Source: an optimization exercise on an open RTL-to-GDS flow (aim: small area, a short achievable clock period and few clock cycles). Production flows keep margins and buffers that such runs may drop.
RTL that was checked went through simulation tests only; none was proved equivalent to the original.

== run 1 ==
// mext_top
module mext_top (
    input  logic        rst_n,           
    input  logic        clk,             
    input  logic [31:0] alu_operand_1,
    input  logic [31:0] alu_operand_2,
    input  logic [3:0]  alu_m_ops,
    input  logic        stall_i,
    input  logic        flush_i,
    output logic        mul_req_o,
    output logic        mul_ack_o,
    output logic [31:0] alu_m_result_o
);
Size in the first run: roughly 110 I/O pins, about 47000 sq um of cells after synthesis.
export LEC_CHECK = 0
export ABC_AREA = 1
export CAP_MARGIN = 20
export CORE_MARGIN = 2
export CORE_UTILIZATION = 50
export SETUP_SLACK_MARGIN = 5
export SLEW_MARGIN = 20
create_clock -name core_clock -period 14.5 [get_ports {clk}]
run.sh (not shown) runs the stock make flow with config.mk's settings and CLKGATE_MAP_FILE= SYNTH_SCRIPT=/design/flow/synth_recipe.tcl, a recipe that flattens the netlist after the stock synthesis.
Run 1 reached the final stage; the timing, DRC and antenna checks on its layout passed.
> inputs changed (run 1 -> run 2)
# run 1
export LEC_CHECK = 0
export ABC_AREA = 1
export CAP_MARGIN = 20
export CORE_MARGIN = 2
export CORE_UTILIZATION = 50
export SETUP_SLACK_MARGIN = 5
export SLEW_MARGIN = 20
create_clock -name core_clock -period 14.5 [get_ports {clk}]
# run 2
export LEC_CHECK = 0
export ABC_AREA = 1
export CAP_MARGIN = 20
export CORE_MARGIN = 2
export CORE_UTILIZATION = 60
export SETUP_SLACK_MARGIN = 4.5
export SLEW_MARGIN = 20
create_clock -name core_clock -period 14.5 [get_ports {clk}]
- Summary of run 2 over run 1: met3 track demand over resource grew by 4.6 points; via-per-instance ratio increased 0.34; non-clock buffer count now smaller.
- Where final wirelength is concerned, run 1 is outperformed by run 2.
- A critical setup path kind of primary input to register is what run 1 shows, while register to register belongs to run 2.
- Measured against each other, run 1 and run 2 differ in global-route usage, the higher figure coming from run 2.
- Worst-case clock skew: run 2 vs run 1 down 3.9 ps
What run 3 does differently from run 2 at the input level:
# run 2
export LEC_CHECK = 0
export ABC_AREA = 1
export CAP_MARGIN = 20
export CORE_MARGIN = 2
export CORE_UTILIZATION = 60
export SETUP_SLACK_MARGIN = 4.5
export SLEW_MARGIN = 20
create_clock -name core_clock -period 14.5 [get_ports {clk}]
# run 3
export LEC_CHECK = 0
export ABC_AREA = 1
export CAP_MARGIN = 20
export CORE_MARGIN = 2
export CORE_UTILIZATION = 40
export SETUP_SLACK_MARGIN = 0.3
export SLEW_MARGIN = 20
create_clock -name core_clock -period 14.5 [get_ports {clk}]
==> comparison <==
Summary of run 3 over run 2: pre-CTS setup slack has increased, cell area after placement has increased. From run 2 to run 3 the numbers moved as follows: worst hold slack rose by 11 ps; combined area of all synthesized cells stayed essentially flat; combined area of the multi-input logic cells fell by 1.2%; final design instance area without fill fell by 410 sq um. Compared with run 2, run 3 shows a lower met3 track demand over resource in global routing. Run 3 -> run 2: sequential cell area share flat. Where final wirelength is concerned, run 2 is better than run 3.
Function was not checked in any run of this note: the RTL went through the layout flow alone.

Another version of the RTL of mext_top (not shown whole).
Size: roughly 110 I/O pins, ~46000 um2 of cells after synthesis.
Design mext_top, start of the top module:
module mext_top (
    input  logic        rst_n,           
    input  logic        clk,             
    input  logic [31:0] alu_operand_1,
    input  logic [31:0] alu_operand_2,
    input  logic [3:0]  alu_m_ops,
    input  logic        stall_i,
    input  logic        flush_i,
    output logic        mul_req_o,
    output logic        mul_ack_o,
    output logic [31:0] alu_m_result_o
);
clock: 14.5 ns
lec_check: 0
abc_area: 1
cap_margin: 20
core_margin: 2
core_utilization: 40
setup_slack_margin: 5
slew_margin: 20
standard.sh (not shown) runs the stock make flow with config.mk's settings and CLKGATE_MAP_FILE= SYNTH_SCRIPT=/design/flow/synth_recipe.tcl, a recipe that flattens the netlist after the stock synthesis.
==> flow/flow/run.sh <==
#!/bin/bash
# Standard layout with two changes in how it is made:
#  1. after the standard synthesis, full adders are re-polarised to drop
#     the inverters between them (fa_polarity.py; same function, same
#     registers and ports);
#  2. port buffers are buf_4 rather than a delay cell;
#  3. timing repair aims below the clock period (SETUP_SLACK_MARGIN); the
#     constraints and the clock period are the design's.
set -euo pipefail
bash standard.sh synth > synth.log 2>&1
R=orfs/results/${FLOW_PLATFORM}/mext_top/base
cp $R/1_2_yosys.v 1_2_yosys.orig.v
python3 flow/fa_polarity.py 1_2_yosys.orig.v $R/1_2_yosys.v > fa_polarity.log 2>&1
rm -f $R/1_synth.odb
bash standard.sh synth > synth_odb.log 2>&1
bash standard.sh finish SETUP_SLACK_MARGIN=5.5 "BUFFER_PORTS_ARGS=-buffer_cell sky130_fd_sc_hd__buf_4" > layout.log 2>&1
Other scripts of this flow, unchanged in this note and not shown: flow/flow/fa_polarity.py
The starting point produced a clean layout.
==> next run, changes <==
--- a/flow/flow/run.sh
+++ b/flow/flow/run.sh
@@ -5,4 +5,3 @@
 #     registers and ports);
-#  2. port buffers are buf_4 rather than a delay cell;
-#  3. timing repair aims below the clock period (SETUP_SLACK_MARGIN); the
+#  2. timing repair aims below the clock period (SETUP_SLACK_MARGIN); the
 #     constraints and the clock period are the design's.
@@ -15,2 +14,2 @@
 bash standard.sh synth > synth_odb.log 2>&1
-bash standard.sh finish SETUP_SLACK_MARGIN=5.5 "BUFFER_PORTS_ARGS=-buffer_cell sky130_fd_sc_hd__buf_4" > layout.log 2>&1
+bash standard.sh finish SETUP_SLACK_MARGIN=6 > layout.log 2>&1
=> The changed run completed with no timing, DRC or antenna violations. Clock skew decreases by 8.3 ps. Via count hardly moves. Design area is higher by a few percent. Sequential cell count is unchanged. First-iteration DRC count went up by a little under a tenth. Setup slack is worse by 140 ps. Utilization increases by 1.1 points. Cell count increases slightly. Global-route usage went down by 1.4 points.
No run of this note included a check of the RTL's function; only the layout flow was run.

Setup of try-zinc:
Another version of the RTL of mext_top (not shown whole).
Size in the first run: ~45000 µm² of cells after synthesis.
==> flow/config.mk <==
export PLATFORM = sky130hd
export DESIGN_NAME = mext_top
export DESIGN_NICKNAME = mext_top
export VERILOG_FILES = /design/flow/design.v
export SDC_FILE = /design/flow/constraint.sdc
export NUM_CORES = 4
export LEC_CHECK = 0
export ABC_AREA = 0
export CAP_MARGIN = 20
export CORE_MARGIN = 2
export CORE_UTILIZATION = 40
export SETUP_SLACK_MARGIN = 5
export SLEW_MARGIN = 20
==> flow/constraint.sdc <==
create_clock -name core_clock -period 14.5 [get_ports {clk}]
set_input_delay 2.9000 -clock core_clock [delete_from_list [all_inputs] [get_ports {clk}]]
set_output_delay 2.9000 -clock core_clock [all_outputs]
set_load 0.01 [all_outputs]
==> flow/flow/run.sh <==
#!/bin/bash
set -euo pipefail
bash standard.sh synth > synth.log 2>&1
R=orfs/results/${FLOW_PLATFORM}/mext_top/base
cp $R/1_2_yosys.v 1_2_yosys.orig.v
python3 flow/fa_polarity.py 1_2_yosys.orig.v $R/1_2_yosys.v > fa_polarity.log 2>&1
rm -f $R/1_synth.odb
bash standard.sh synth > synth_odb.log 2>&1
bash standard.sh finish "BUFFER_PORTS_ARGS=-buffer_cell sky130_fd_sc_hd__buf_4" > layout.log 2>&1
Other scripts of this flow, unchanged in this note and not shown: flow/flow/fa_polarity.py
Testbench counts of try-zinc, summed over its fixed seeds: cycles 15,731.
What try-delta does differently from try-zinc at the input level:
- ABC_AREA now 1, was 0
==> summary.txt <==
Looking only at portion of the clock cycle consumed by the worst path in the final layout, and setting everything else aside, the lower value of try-zinc and try-delta goes to try-delta. Higher number of fill cells in the layout among try-zinc and try-delta: try-delta. | actual slew at the worst max-slew pin | higher: try-delta |. The wire length number comes out lower for try-zinc vs try-delta. Looking at non-clock buffer count, try-delta sits about 18% below try-zinc. Compare try-zinc and try-delta | headroom to the max-slew limit lower: try-delta.

## port drivers added, routing unchanged
The results above use ideal ports. As a check the final layouts listed here were re-extracted and re-timed, cells and wires unchanged.
Step 1 (the two cells are an assumption about what drives the block):
set clk [get_ports {clk}]
set_driving_cell -lib_cell sky130_fd_sc_hd__clkbuf_16 $clk
set_driving_cell -lib_cell sky130_fd_sc_hd__buf_2 [delete_from_list [all_inputs] $clk]
Step 2 also shifts input and output timing later by t, the mid clock arrival at the registers, as if the neighbouring blocks saw the same clock.
a / b / c = no drivers / after step 1 / after step 2; a / b = the first two.
| run | shift t [ns] | setup slack, ns | worst data-port slew with drivers (ns) |
|---|---|---|---|
| run 1 | 0.512 | 4.749 / 4.778 / 4.267 | 0.10 |
| run 2 | 0.512 | 4.649 / 4.649 / 4.199 | 0.09 |
| run 3 | 0.522 | 2.430 / 2.430 / 2.430 | 0.22 |
| the first run of note 2 | 0.527 | 5.256 / 5.198 / 4.996 | 0.19 |
| the second run of note 2 | 0.531 | 5.114 / 5.057 / 5.293 | 0.05 |
| try-zinc | 0.525 | 3.716 / 3.716 / 3.716 | 0.25 |
| try-delta | 0.527 | 5.149 / 5.090 / 4.679 | 0.28 |
After both steps setup and hold are still met in every run listed. The setup slack of run 1, which loses most, moves by +0.029 ns with the drivers and by -0.482 ns with both steps.
